Source: an optimization exercise on an open RTL-to-GDS flow (aim: small area, a short achievable clock period and few clock cycles per item). Production flows keep margins and buffers that such runs may drop.
No run shown here included a check of the RTL's function; only the layout flow was run.

==> flow/design.v (outline; a module is shown in full before it is edited, if it fits) <==
// module multiplyer: 1177 lines
module multiplyer(
    clk,
    rst_n,
    A,
    B,
    result,
    start_sig,
    done_sig
);
  // ...
==> flow/flow/run.sh <==
#!/bin/bash
set -uo pipefail
export BUFFER_PORTS_ARGS="-buffer_cell sky130_fd_sc_hd__buf_2"
bash standard.sh synth > synth.log 2>&1 || exit 1
R=$(sed -n 's/.*WORK_HOME=\([^ ]*\).*/\1/p' standard.sh | head -1)/results/$FLOW_PLATFORM/multiplyer/base
LIB=$FLOW_HOME/platforms/$FLOW_PLATFORM/lib/sky130_fd_sc_hd__tt_025C_1v80.lib
cp $R/1_2_yosys.v yosys_orig.v
python3 flow/polopt2.py $LIB yosys_orig.v yosys_pol.v > polopt.log 2>&1
python3 flow/cutff.py yosys_orig.v orig_comb.v
python3 flow/cutff.py yosys_pol.v pol_comb.v
cat > equiv.ys <<EOS
read_liberty -ignore_miss_func $LIB
read_verilog orig_comb.v
rename $FLOW_TOP gold
read_verilog pol_comb.v
rename $FLOW_TOP gate
flatten
miter -equiv -flatten gold gate miter
hierarchy -top miter
techmap
opt -fast
aigmap
write_aiger -zinit miter.aig
EOS
ABC=$(dirname $(command -v yosys))/yosys-abc
if [ -s yosys_pol.v ] && yosys -s equiv.ys > equiv.log 2>&1 && \
   $ABC -c "read miter.aig; print_stats; iprove" > cec.log 2>&1 && \
   grep -q "^UNSATISFIABLE" cec.log; then
  cp yosys_pol.v $R/1_2_yosys.v
  rm -f $R/1_synth.odb
  echo "polarity rewrite used" >> polopt.log
else
  echo "equivalence not proven; keeping synthesized netlist" >> polopt.log
fi
bash standard.sh > standard.log 2>&1
==> flow/flow/cutff.py <==
#!/usr/bin/env python3
"""Make a combinational copy of a mapped netlist for equivalence checking:
every flip-flop instance is removed, its Q net becomes input port
q_<n> and each of its inputs (D, RESET_B, ...) output port d_<n>_<pin>,
where <n> is the instance's position among the flip-flops sorted by name.

usage: cutff.py in.v out.v"""
import re, sys
src = open(sys.argv[1]).read()
cell_re = re.compile(r"^(\s*)(sky130_fd_sc_hd__\w+)\s+(\S+)\s*\((.*?)\);\n", re.S | re.M)
pin_re = re.compile(r"\.(\w+)\(([^()]*)\)")
ffs = []
for m in cell_re.finditer(src):
    if re.search(r"__(df|sdf|edf|dl)", m.group(2)):
        ffs.append((m.group(3), m.span(), [(p, n.strip()) for p, n in pin_re.findall(m.group(4))]))
ffs.sort()
ports, assigns, decls = [], [], []
spans = set()
for i, (name, span, pins) in enumerate(ffs):
    spans.add(span)
    for p, n in pins:
        if p in ("Q",):
            ports.append(f"q_{i}_{p}")
            decls.append(f"  input q_{i}_{p};\n")
            assigns.append(f"  assign {n} = q_{i}_{p};\n")
        elif p in ("Q_N",):
            ports.append(f"q_{i}_{p}")
            decls.append(f"  input q_{i}_{p};\n")
            assigns.append(f"  assign {n} = q_{i}_{p};\n")
        elif p not in ("CLK", "CLK_N", "GATE"):
            ports.append(f"d_{i}_{p}")
            decls.append(f"  output d_{i}_{p};\n")
            assigns.append(f"  assign d_{i}_{p} = {n} ;\n")
out = []
pos = 0
for m in cell_re.finditer(src):
    if m.span() in spans:
        out.append(src[pos:m.start()])
        pos = m.end()
out.append(src[pos:])
text = "".join(out)
i = text.index(");", text.index("module"))
text = text[:i] + "".join(", " + p for p in ports) + text[i:]
j = text.index(";", i) + 1
text = text[:j] + "\n" + "".join(decls) + text[j:]
k = text.rfind("endmodule")
text = text[:k] + "".join(assigns) + text[k:]
open(sys.argv[2], "w").write(text)
==> flow/flow/polopt2.py <==
#!/usr/bin/env python3
"""Inverter minimisation on a mapped sky130 netlist by output polarity.

Every full adder is self-dual (FA(~a,~b,~c) = (~sum,~cout)), and many
single-output gates have a complementary cell with the same inputs
(and2/nand2, a21o/a21oi, xor2/xnor2, ...).  This pass chooses for each full
adder and each such gate whether it produces its signal true or
complemented, so that the inverters between cells plus the gates' area are
as small as possible, and rewires the netlist with at most one inverter per
signal.  Flip-flops, half adders, ports and other cells keep their
function; the result is logically equivalent (checked by the flow with Yosys).

usage: polopt2.py liberty in.v out.v
"""
import re
import sys
import random
import itertools
from collections import defaultdict

libf, inf, outf = sys.argv[1:4]
OUTPINS = {"X", "Y", "SUM", "COUT", "Q", "Q_N", "HI", "LO"}
INV_AREA = 3.7536

# ---- liberty: area, single-output function truth tables, complements ----
lib = open(libf).read()
libcells = {}
for m in re.finditer(r'cell \("(sky130_fd_sc_hd__\w+)"\) \{', lib):
    name = m.group(1)
    start = m.end()
    nxt = lib.find('\n    cell (', start)
    blk = lib[start:nxt if nxt > 0 else len(lib)]
    am = re.search(r'area : ([\d.]+)', blk)
    if not am or 'ff (' in blk or 'latch (' in blk or 'statetable' in blk:
        continue
    funcs = re.findall(r'pin \("(\w+)"\) \{(?:(?!pin \().)*?direction : "output";(?:(?!pin \().)*?function : "([^"]*)"', blk, re.S)
    ins = re.findall(r'pin \("(\w+)"\) \{\s*(?:[^{}]*?)direction : "input"', blk)
    libcells[name] = (float(am.group(1)), funcs, tuple(sorted(ins)))


def truth(func, ins):
    expr = func.replace('!', '~')
    tt = 0
    for i, vals in enumerate(itertools.product((0, 1), repeat=len(ins))):
        env = dict(zip(ins, vals))
        if eval(expr, {}, env) & 1:
            tt |= 1 << i
    return tt


bad = re.compile(r'lpflow|probe|clk|dly|buf_|bufinv|bufbuf|einv|ebuf|conb|diode|tap|fill|decap|mux2i|lsbuf')
sig = {}
for name, (area, funcs, ins) in libcells.items():
    if len(funcs) != 1 or bad.search(name) or not ins:
        continue
    sig[name] = (ins, truth(funcs[0][1], ins), funcs[0][0], area)
bykey = defaultdict(list)
for name, (ins, tt, op, area) in sig.items():
    bykey[(ins, tt)].append((area, name))
comp = {}
for name, (ins, tt, op, area) in sig.items():
    full = (1 << (1 << len(ins))) - 1
    c = bykey.get((ins, tt ^ full))
    if c:
        comp[name] = min(c)[1]

# ---- netlist ----
src = open(inf).read()
cell_re = re.compile(r"^(\s*)(sky130_fd_sc_hd__\w+)\s+(\S+)\s*\((.*?)\);\n", re.S | re.M)
pin_re = re.compile(r"\.(\w+)\(([^()]*)\)")
cells = []
for m in cell_re.finditer(src):
    pins = [(p, n.strip()) for p, n in pin_re.findall(m.group(4))]
    cells.append(dict(type=m.group(2), name=m.group(3), pins=pins, span=m.span(), ind=m.group(1)))

outports = set()
for m in re.finditer(r"^\s*output\s+(\[(\d+):(\d+)\]\s*)?(\S+?)\s*;", src, re.M):
    if m.group(1):
        hi, lo = int(m.group(2)), int(m.group(3))
        for i in range(min(hi, lo), max(hi, lo) + 1):
            outports.add(f"{m.group(4)}[{i}]")
    else:
        outports.add(m.group(4))

driver = {}
for ci, c in enumerate(cells):
    for p, n in c["pins"]:
        if p in OUTPINS:
            driver[n] = (ci, p)

is_inv = lambda t: re.match(r"sky130_fd_sc_hd__inv_\d+$", t) is not None
is_fa = lambda t: re.match(r"sky130_fd_sc_hd__fa_\d+$", t) is not None

removable = set()
for ci, c in enumerate(cells):
    if is_inv(c["type"]) and dict(c["pins"])["Y"] not in outports:
        removable.add(ci)

fas = set(ci for ci, c in enumerate(cells) if is_fa(c["type"]))
# gates that may swap to their complement: not driving a port directly
swappable = set()
for ci, c in enumerate(cells):
    if ci in removable or c["type"] not in comp:
        continue
    outs = [n for p, n in c["pins"] if p in OUTPINS]
    if len(outs) == 1 and outs[0] not in outports:
        swappable.add(ci)


def base(n):
    pol = 0
    for _ in range(1000):
        if n in driver and driver[n][0] in removable:
            n = dict(cells[driver[n][0]]["pins"])["A"]
            pol ^= 1
        else:
            return n, pol
    raise Exception("inverter loop")


cons = defaultdict(list)   # base -> [(ci, pi, pol)]
reads = defaultdict(set)   # ci -> bases it reads
for ci, c in enumerate(cells):
    if ci in removable:
        continue
    for pi, (p, n) in enumerate(c["pins"]):
        if p in OUTPINS or n.startswith("1'") or n == "":
            continue
        b, pol = base(n)
        cons[b].append((ci, pi, pol))
        reads[ci].add(b)
outs_of = {ci: [n for p, n in cells[ci]["pins"] if p in OUTPINS] for ci in range(len(cells))}
swappable = set(ci for ci in swappable
                if cons.get(outs_of[ci][0]) and all(x[0] in fas for x in cons[outs_of[ci][0]]))

flip = defaultdict(int)


def phys(b):
    d = driver.get(b)
    if d and (d[0] in fas or d[0] in swappable):
        return flip[d[0]]
    return 0


def inv_needed(b):
    ph = phys(b)
    for ci, pi, pol in cons.get(b, ()):
        if (pol ^ (flip[ci] if ci in fas else 0)) != ph:
            return 1
    return 0


def gate_area(ci):
    t = cells[ci]["type"]
    return sig[comp[t]][3] if flip[ci] else sig[t][3]


def local(ci):
    bs = set(outs_of[ci])
    if ci in fas:
        bs |= reads[ci]
    a = sum(inv_needed(b) for b in bs) * INV_AREA
    if ci in swappable:
        a += gate_area(ci)
    return a


allbases = list(cons.keys())
before_inv = sum(inv_needed(b) for b in allbases)
vars_ = sorted(fas | swappable)
import math
rng = random.Random(1)
cur = sum(inv_needed(b) for b in allbases) * INV_AREA + sum(gate_area(c) for c in swappable)
best = cur
bestflip = dict(flip)
T0, T1, steps = 4.0, 0.05, 200000
for st in range(steps):
    T = T0 * (T1 / T0) ** (st / steps)
    ci = vars_[rng.randrange(len(vars_))]
    a0 = local(ci)
    flip[ci] ^= 1
    a1 = local(ci)
    d = a1 - a0
    if d <= 0 or rng.random() < math.exp(-d / T):
        cur += d
        if cur < best - 1e-9:
            best = cur
            bestflip = dict(flip)
    else:
        flip[ci] ^= 1
flip = defaultdict(int, bestflip)
after_inv = sum(inv_needed(b) for b in allbases)
sys.stderr.write(f"removable inverters {len(removable)} -> signals needing an inverter "
                 f"{before_inv} -> {after_inv}; adders flipped {sum(flip[c] for c in fas)}, "
                 f"gates swapped {sum(flip[c] for c in swappable)} of {len(swappable)}\n")

# ---- rewrite ----
newpins = {ci: list(c["pins"]) for ci, c in enumerate(cells)}
newtype = {ci: c["type"] for ci, c in enumerate(cells)}
for ci in swappable:
    if flip[ci]:
        t = cells[ci]["type"]
        nt = comp[t]
        op_old = sig[t][2]
        op_new = sig[nt][2]
        newtype[ci] = nt
        newpins[ci] = [(op_new if p == op_old else p, n) for p, n in newpins[ci]]
newcells = []
newwires = []
k = 0
for b, lst in cons.items():
    ph = phys(b)
    invnet = None
    for ci, pi, pol in lst:
        req = pol ^ (flip[ci] if ci in fas else 0)
        p, _ = newpins[ci][pi]
        if req == ph:
            newpins[ci][pi] = (p, b)
        else:
            if invnet is None:
                k += 1
                invnet = f"_polinv{k}_"
                newwires.append(invnet)
                newcells.append(f"  sky130_fd_sc_hd__inv_1 _polinvc{k}_ (\n    .A({b} ),\n    .Y({invnet} )\n  );\n")
            newpins[ci][pi] = (p, invnet)

out = []
pos = 0
for ci, c in enumerate(cells):
    s, e = c["span"]
    out.append(src[pos:s])
    pos = e
    if ci in removable:
        continue
    body = ",\n".join(f"    .{p}({n} )" for p, n in newpins[ci])
    out.append(f"{c['ind']}{newtype[ci]} {c['name']} (\n{body}\n  );\n")
tail = src[pos:]
i = tail.rfind("endmodule")
out.append(tail[:i] + "".join(newcells) + tail[i:])
text = "".join(out)
decl = "".join(f"  wire {w};\n" for w in newwires)
j = text.index(");", text.index("module")) + 3
text = text[:j] + decl + text[j:]
open(outf, "w").write(text)
==> flow/standard.sh <==
#!/bin/bash
# synth_recipe.tcl (not shown) runs the flow's synth.tcl, then flattens the netlist and writes it again
# the make line also repeats each setting of config.mk as NAME=value (left out here)
make -C /OpenROAD-flow-scripts/flow DESIGN_CONFIG=/design/flow/config.mk WORK_HOME=/design/flow/orfs CLKGATE_MAP_FILE= SYNTH_SCRIPT=/design/flow/synth_recipe.tcl "${@:-finish}"
==> flow/config.mk <==
export PLATFORM = sky130hd
export DESIGN_NAME = multiplyer
export DESIGN_NICKNAME = multiplyer
export VERILOG_FILES = /design/flow/design.v
export SDC_FILE = /design/flow/constraint.sdc
export NUM_CORES = 4
export LEC_CHECK = 0
export CAP_MARGIN = 20
export CORE_MARGIN = 2
export CORE_UTILIZATION = 60
export CTS_BUF_LIST = sky130_fd_sc_hd__clkbuf_4 sky130_fd_sc_hd__clkbuf_8
export CTS_CLUSTER_SIZE = 30
export PLACE_DENSITY = 0.75
export SETUP_SLACK_MARGIN = 2.8
export SLEW_MARGIN = 20
==> flow/constraint.sdc <==
create_clock -name core_clock -period 8.0 [get_ports {clk}]
set_input_delay 1.6000 -clock core_clock [delete_from_list [all_inputs] [get_ports {clk}]]
set_output_delay 1.6000 -clock core_clock [all_outputs]
set_load 0.01 [all_outputs]
==> impl_metrics.csv, run 1 <==
group,metric,value,unit
outcome,status,"no timing/DRC/antenna violations",
yosys,synthesis.nets,1430,
clock_network,post_cts_resized,32,
worst_setup_path,setup.worst_path.class,"reg -> out",
clock_network,cts.sink_count,72,
timing,layout_min_cycle_time,5.19,ns
timing,fin_crit_sh,0.649,
cells_and_area,multi_input_area,0.00962,mm2
cells_and_area,syn_to_final_growth,11.4,%
timing,fin_skew,0.0120,ns
timing,final_max_slew_viol_count,0,
cells_and_area,nClkBuffers,9,
timing,fin_ws,2.81,ns
clock_network,cts_root_buffer,"clkbuf_8",
detailed_routing,drt-initial-drc-count,904,
floorplan,die-width,141,um
clock_network,cts_max_path_buffers,2,
min_path,hold_end,"cnt[0]$_DFF_PN0_",
grt,grt_util_met1,0.428,
detailed_routing,ant_nets,0,
timing,slew_headroom,0.312,
clock_network,clk_latency,0.37,ns
floorplan,die_area,0.0198,mm2
cells_and_area,register_area,0.00146,mm2
timing,timing.hold.ws,0.512,ns
min_path,hold_path_depth,1,
==> run 2: changes to the inputs <==
--- a/flow/design.v
+++ b/flow/design.v
@@ -15,20 +15,21 @@
     output  [31:0]result;
     output  [3:0]done_sig;
     wire    [23:0]ma = {1'b1, A[22:0]};
     wire    [23:0]mb = {1'b1, B[22:0]};
     reg     [1:0]cnt;       
     reg     [26:0]rX;          
     reg     [26:0]rY;
     reg     rC;
-    reg     [3:0]rDX;        
-    reg     [3:0]rDY;
-    reg     [8:0]rS;           
+    reg     [2:0]rDX;        
+    reg     [2:0]rDY;
+    reg     [8:0]rS1;          
     reg     rSign;
+    wire    [9:0]S1w = {1'b0, A[30:23], 1'b1} + {1'b0, B[30:23], 1'b1};
     wire    first = (cnt == 2'd0);
     wire    done = (cnt == 2'd2);
     always @(posedge clk or negedge rst_n)
         if (!rst_n)
             cnt <= 2'd0;
         else if (start_sig && !done)
             cnt <= cnt + 1'b1;
         else
@@ -39,18 +40,18 @@
         case (cnt)
             2'd0: begin dig = {mb[11:0], 1'b0}; mx = ma[11:0]; end
             2'd1: begin dig = {mb[23:12], mb[11]}; mx = ma[23:12]; end
             default: begin dig = 13'd0; mx = 12'd0; end
         endcase
     wire    last = (cnt == 2'd1);
     wire    [26:0]ax = first ? 27'd0 : rX;
     wire    [26:0]ay = first ? 27'd0 : rY;
-    wire    [4:0]dl = {1'b0, rDX} + {1'b0, rDY} + rC;
-    wire    cin = dl[4];
+    wire    [3:0]dl = {1'b0, rDX} + {1'b0, rDY} + rC;
+    wire    cin = dl[3];
     wire    ac = first ? 1'b0 : cin;
     wire one0, two0, neg0, nneg0;
     wire pp0_0;
     wire pp0_1;
     wire pp0_2;
     wire pp0_3;
     wire pp0_4;
     wire pp0_5;
@@ -1142,36 +1143,37 @@
     assign s379 = pp5_23 ^ s307 ^ c306;
     assign c380 = (pp5_23 & s307) | (pp5_23 & c306) | (s307 & c306);
     assign s381 = s309 ^ pp5_24 ^ c308;
     assign c382 = (s309 & pp5_24) | (s309 & c308) | (pp5_24 & c308);
     assign s383 = mx[11] ^ c310 ^ nneg5;
     assign c384 = (mx[11] & c310) | (mx[11] & nneg5) | (c310 & nneg5);
     wire    [38:0]zx = {1'b0, c384, s383, s381, s379, c376, s375, c372, c370, c368, c366, c364, c362, c360, c358, c356, c354, c352, c350, c348, c346, c344, c342, c340, c338, c336, c334, c332, c330, c328, c326, c324, c322, c320, c318, c316, c314, c312, ay[0]};
     wire    [38:0]zy = {1'b0, 1'b0, c382, c380, c378, s377, c374, s373, s371, s369, s367, s365, s363, s361, s359, s357, s355, s353, s351, s349, s347, s345, s343, s341, s339, s337, s335, s333, s331, s329, s327, s325, s323, s321, s319, s317, s315, s313, s311};
-    wire    [8:0]zl = {1'b0, zx[7:0]} + {1'b0, zy[7:0]};
+    wire    [9:0]zl = {1'b0, zx[8:0]} + {1'b0, zy[8:0]};
     always @(posedge clk) begin
         rX <= zx[38:12];
         rY <= zy[38:12];
-        rC <= zl[8];
-        rDX <= zx[11:8];
-        rDY <= zy[11:8];
-        rS <= {1'b0, A[30:23]} + {1'b0, B[30:23]};
+        rC <= zl[9];
+        rDX <= zx[11:9];
+        rDY <= zy[11:9];
+        rS1 <= S1w[9:1];
         rSign <= A[31] ^ B[31];
     end
     wire    [25:0]Pc = {rX[24:0], cin} + {rY[24:0], 1'b1};
     wire    [24:0]P = Pc[25:1];
     wire    p47 = P[24];
-    wire    [9:0]E0 = {1'b0, rS} - 10'd127;
-    wire    [9:0]E1 = {1'b0, rS} - 10'd126;
-    wire    ov0 = (E0[9:8] == 2'b01);
-    wire    un0 = (E0[9:8] == 2'b11);
-    wire    ov1 = (E1[9:8] == 2'b01);
-    wire    un1 = (E1[9:8] == 2'b11);
+    wire    [7:0]Ex0 = rS1[7:0] ^ 8'h80;
+    wire    [7:0]Ex1 = (rS1[7:0] + 8'd1) ^ 8'h80;
+    wire    all7 = &rS1[6:0];
+    wire    ov0 = rS1[8] & rS1[7];                   
+    wire    un0 = ~rS1[8] & ~rS1[7];                 
+    wire    ov1 = rS1[8] & (rS1[7] | all7);          
+    wire    un1 = ~rS1[8] & ~rS1[7] & ~all7;         
     wire    ok0 = ~(ov0 | un0);
     wire    ok1 = ~(ov1 | un1);
-    wire    [8:0]R0 = ok0 ? {rSign, E0[7:0]} : 9'h07F;
-    wire    [8:0]R1 = ok1 ? {rSign, E1[7:0]} : 9'h07F;
+    wire    [8:0]R0 = ok0 ? {rSign, Ex0} : 9'h07F;
+    wire    [8:0]R1 = ok1 ? {rSign, Ex1} : 9'h07F;
     wire    [22:0]M0 = P[22:0] & {23{ok0}};
     wire    [22:0]M1 = P[23:1] & {23{ok1}};
     assign  result = p47 ? {R1, M1} : {R0, M0};
     assign  done_sig = {p47 ? ov1 : ov0, p47 ? un1 : un0, 1'b0, done};
 endmodule
--- a/flow/flow/run.sh
+++ b/flow/flow/run.sh
@@ -1,11 +1,11 @@
 #!/bin/bash
 set -uo pipefail
-export BUFFER_PORTS_ARGS="-buffer_cell sky130_fd_sc_hd__buf_2"
+export BUFFER_PORTS_ARGS="-buffer_cell sky130_fd_sc_hd__buf_1"
 bash standard.sh synth > synth.log 2>&1 || exit 1
 R=$(sed -n 's/.*WORK_HOME=\([^ ]*\).*/\1/p' standard.sh | head -1)/results/$FLOW_PLATFORM/multiplyer/base
 LIB=$FLOW_HOME/platforms/$FLOW_PLATFORM/lib/sky130_fd_sc_hd__tt_025C_1v80.lib
 cp $R/1_2_yosys.v yosys_orig.v
 python3 flow/polopt2.py $LIB yosys_orig.v yosys_pol.v > polopt.log 2>&1
 python3 flow/cutff.py yosys_orig.v orig_comb.v
 python3 flow/cutff.py yosys_pol.v pol_comb.v
 cat > equiv.ys <<EOS
--- a/flow/config.mk
+++ b/flow/config.mk
@@ -6,10 +6,10 @@
 export NUM_CORES = 4
 export LEC_CHECK = 0
 export CAP_MARGIN = 20
 export CORE_MARGIN = 2
 export CORE_UTILIZATION = 60
 export CTS_BUF_LIST = sky130_fd_sc_hd__clkbuf_4 sky130_fd_sc_hd__clkbuf_8
 export CTS_CLUSTER_SIZE = 30
 export PLACE_DENSITY = 0.75
-export SETUP_SLACK_MARGIN = 2.8
+export SETUP_SLACK_MARGIN = 3.0
 export SLEW_MARGIN = 20
==> run 2 against run 1 <==
Clock-buffer cell count up 2. Cell area decreased by 2.0%. Die area decreased by 2.0%. Worst hold slack lost 0.027 ns. Utilization shrank 0.69 points. Worst setup slack improved by 0.27 ns. Clock skew is 0.0083 ns higher. Critical path type is now in -> reg. Largest cell class unchanged.
==> impl_metrics.csv, run 2 <==
group,metric,value,unit
outcome,status,"no timing/DRC/antenna violations",
worst_setup_path,setup.worst_path.class,"in -> reg",
cells_and_area,largest_reg_flops,26,
floorplan,io_pins,103,
place,placed_cell_area,0.0114,mm2
floorplan,start_util,0.611,
detailed_routing,remaining_drc_errors,0,
timing,fin_skew,0.0203,ns
timing,finalSetupTns,0,ns
cells_and_area,final_layout_size_suffix_gt1_frac,0.105,
cells_and_area,utilization,0.681,
detailed_routing,ant_nets,0,
worst_setup_path,reg2reg_depth,17,
grt,grt_util_all_layers,0.330,
job,maxCapViolations,0,
detailed_routing,drt-initial-drc-count,1075,
yosys,synthCells,1094,
min_path,hp-start,"cnt[0]$_DFF_PN0_",
yosys,syn_avg_cell_area,10.0,um2
grt,grt_pass1_wl,50100,um
worst_setup_path,worstSetupEndpointType,"flip-flop",
clock_network,cts.sink_count,70,
worst_setup_path,reg2reg_slack,3.27,ns
timing,layout_min_cycle_time,4.92,ns
detailed_routing,vias_per_cell,6.55,
timing,rsz0062_at_grt,"true",
clock_network,clk_pin_slew,0.09,ns
detailed_routing,routed_wl,32300,um
floorplan,die_y,139,um
worst_setup_path,timing.rr.end,"rC$_DFF_P_",
cells_and_area,largest_register,"rX",
yosys,yosys_warnings,1,
yosys,synthesis.nets,1407,
detailed_routing,wl_per_cell,23.0,um
clock_network,cts_max_path_buffers,2,
floorplan,die-width,139,um
clock_network,clk_latency,0.38,ns
worst_setup_path,cpPeakStageDelay,0.53,ns
timing,timing.fmax,203,MHz
place,dp_cells,1351,
timing,finalSetupViolCount,0,
detailed_routing,via_count,9200,
grt,grt_pass1_vias,9182,
cells_and_area,diodes,0,
worst_setup_path,path_max_fanout,13,
cells_and_area,fin_area,0.0122,mm2
cells_and_area,top_regs,"rX x26, rY x25, rS1 x9",
timing,fin_crit_sh,0.615,
place,io_buffers,101,
timing,worst_slew_pin_slew,0.943,ns
worst_setup_path,crit_path_start_kind,"input pin",
detailed_routing,first_pass_iters,7,
place,dp_hpwl,23300,um
floorplan,die_area,0.0194,mm2
grt,grt-ovfl-total,0,
grt,grt_max_degree,42,
cells_and_area,syn_to_final_growth,11.4,%
worst_setup_path,r2r_start,"cnt[0]$_DFF_PN0_",
timing,slew_headroom,0.371,
worst_setup_path,arrival,5.18,ns
min_path,hold_path_depth,1,
cells_and_area,final_cell_mix,"fa_1 (163), a22oi_1 (136), xnor2_1 (120), buf_1 (98), ha_1 (74)",
clock_network,cts_buffers,9,
timing,final_max_slew_viol_count,0,
min_path,hold_end,"cnt[0]$_DFF_PN0_",
floorplan,core_area,0.0180,mm2
floorplan,rows,49,
worst_setup_path,crit_chain,"buf_1 -> a22oi_2 -> inv_1 -> ha_4 -> buf_4 -> a22oi_1 -> xnor2_1 -> fa_1 -> fa_1 -> fa_1 -> fa_1",
clock_network,cts_tree,"yes",
cells_and_area,final_common_cell,"fa_1",
cells_and_area,nNetsFinal,1484,
yosys,synth_area,0.0110,mm2
worst_setup_path,crit_required,8.26,ns
grt,antenna_found_initial,0,
cells_and_area,stdcell_count,1404,
place,gp_congestion,0.907,
clock_network,htreeDepth,3,
worst_setup_path,crit_top_cell,"fa_1",
worst_setup_path,slowest_stage,"fa_1",
timing,hold_violations,0,
clock_network,cts_root_buffer,"clkbuf_8",
min_path,hp-class,"reg -> reg",
run 2: cell count changes in the layout (fill, tap and decap cells not counted), moves of 8 or more:
cell | before | now
and2b_1 | 20 | 30
xnor2_1 | 151 | 120
nor2b_1 | 35 | 27
fa_1 | 154 | 163
xor2_1 | 37 | 58
nand2_1 | 30 | 40
buf_2 | 101 | 3
buf_1 | 0 | 98
ha_2 | 9 | 1
run 2: cell type report:
cell class	instances	area [um2]
Clock buffer	11	145
Fill cell	1404	5730
Sequential cell	70	1410
Multi-Input combinational cell	908	9430
Tap cell	229	287
Timing Repair Buffer	147	776
Inverter	35	143
Clock inverter	4	47.5
run 2: worst max-delay path: cells and delay by family:
kind	cells	cell delay, ns
AOI/OAI and AO/OA	2	0.49
xor gates and xnor gates	1	0.29
buffers and inverters	3	0.52
adders and majority gates	5	2.27
run 2: worst max-delay path by stage:
stage,from,to,slack [ns],cells after the start
2_1_floorplan,B[0],rC$_DFF_P_,2.92,13
3_3_place_gp,B[3],rC$_DFF_P_,2.17,14
3_5_place_dp,B[3],rC$_DFF_P_,2.07,14
4_1_cts,rDY[2]$_DFF_P_,result[16],2.95,13
5_1_grt,rDX[0]$_DFF_P_,result[20],2.95,13
6_report,B[1],rY[13]$_DFF_P_,3.08,11
run 2: per-stage QoR:
stage / worst slack [ns] / hold slack [ns]
floorplan: 2.92 / 0.437
global placement: 2.17 / 0.458
detailed placement: 2.07 / 0.470
CTS: 2.95 / 0.486
global route: 2.95 / 0.524
finish: 3.08 / 0.485
run 2: timing repair:
item,in CTS,in global routing
gates cloned,1,1
hold endpoints to repair,0,0
setup buffers,19,17
hold buffers,0,0
resized for setup,38,26
setup endpoints to repair,78,72
pin swaps,16,25
run 2: routing by layer:
layer | global-route usage | part of all wire | up-vias
met5 | 0 | 0 | -
met4 | 0.157 | 0.057 | 0
met3 | 0.0747 | 0.10 | 149
met2 | 0.522 | 0.46 | 548
met1 | 0.432 | 0.39 | 4495
li1 | - | - | 4008

## separate check: timing with driven ports
No port has a modelled driver above. Below, the same layouts with a new extraction and two added sets of constraints. Step 1 sets driving cells, clkbuf_16 on the clock port and buf_2 on the other inputs (assumed; they add their load-dependent delay and slew). Step 2 moves the port delays by t, midway between the first and last clock arrival at a register: inputs arrive t later, outputs are due t later. That takes back most of the time a late clock gives input paths. a / b / c = ideal ports / drivers / drivers and shift; a / b = the first two.
| run | t (ns) | setup WS [ns] | cell pins on the clock port's net |
|---|---|---|---|
| run 1 | 0.404 | 2.811 / 2.773 / 2.584 | 1 |
| run 2 | 0.409 | 3.084 / 3.070 / 2.683 | 1 |
After both steps setup and hold are still met in every run listed. For run 2, which loses most, drivers alone change the setup slack by -0.014 ns; drivers and shift together by -0.401 ns.
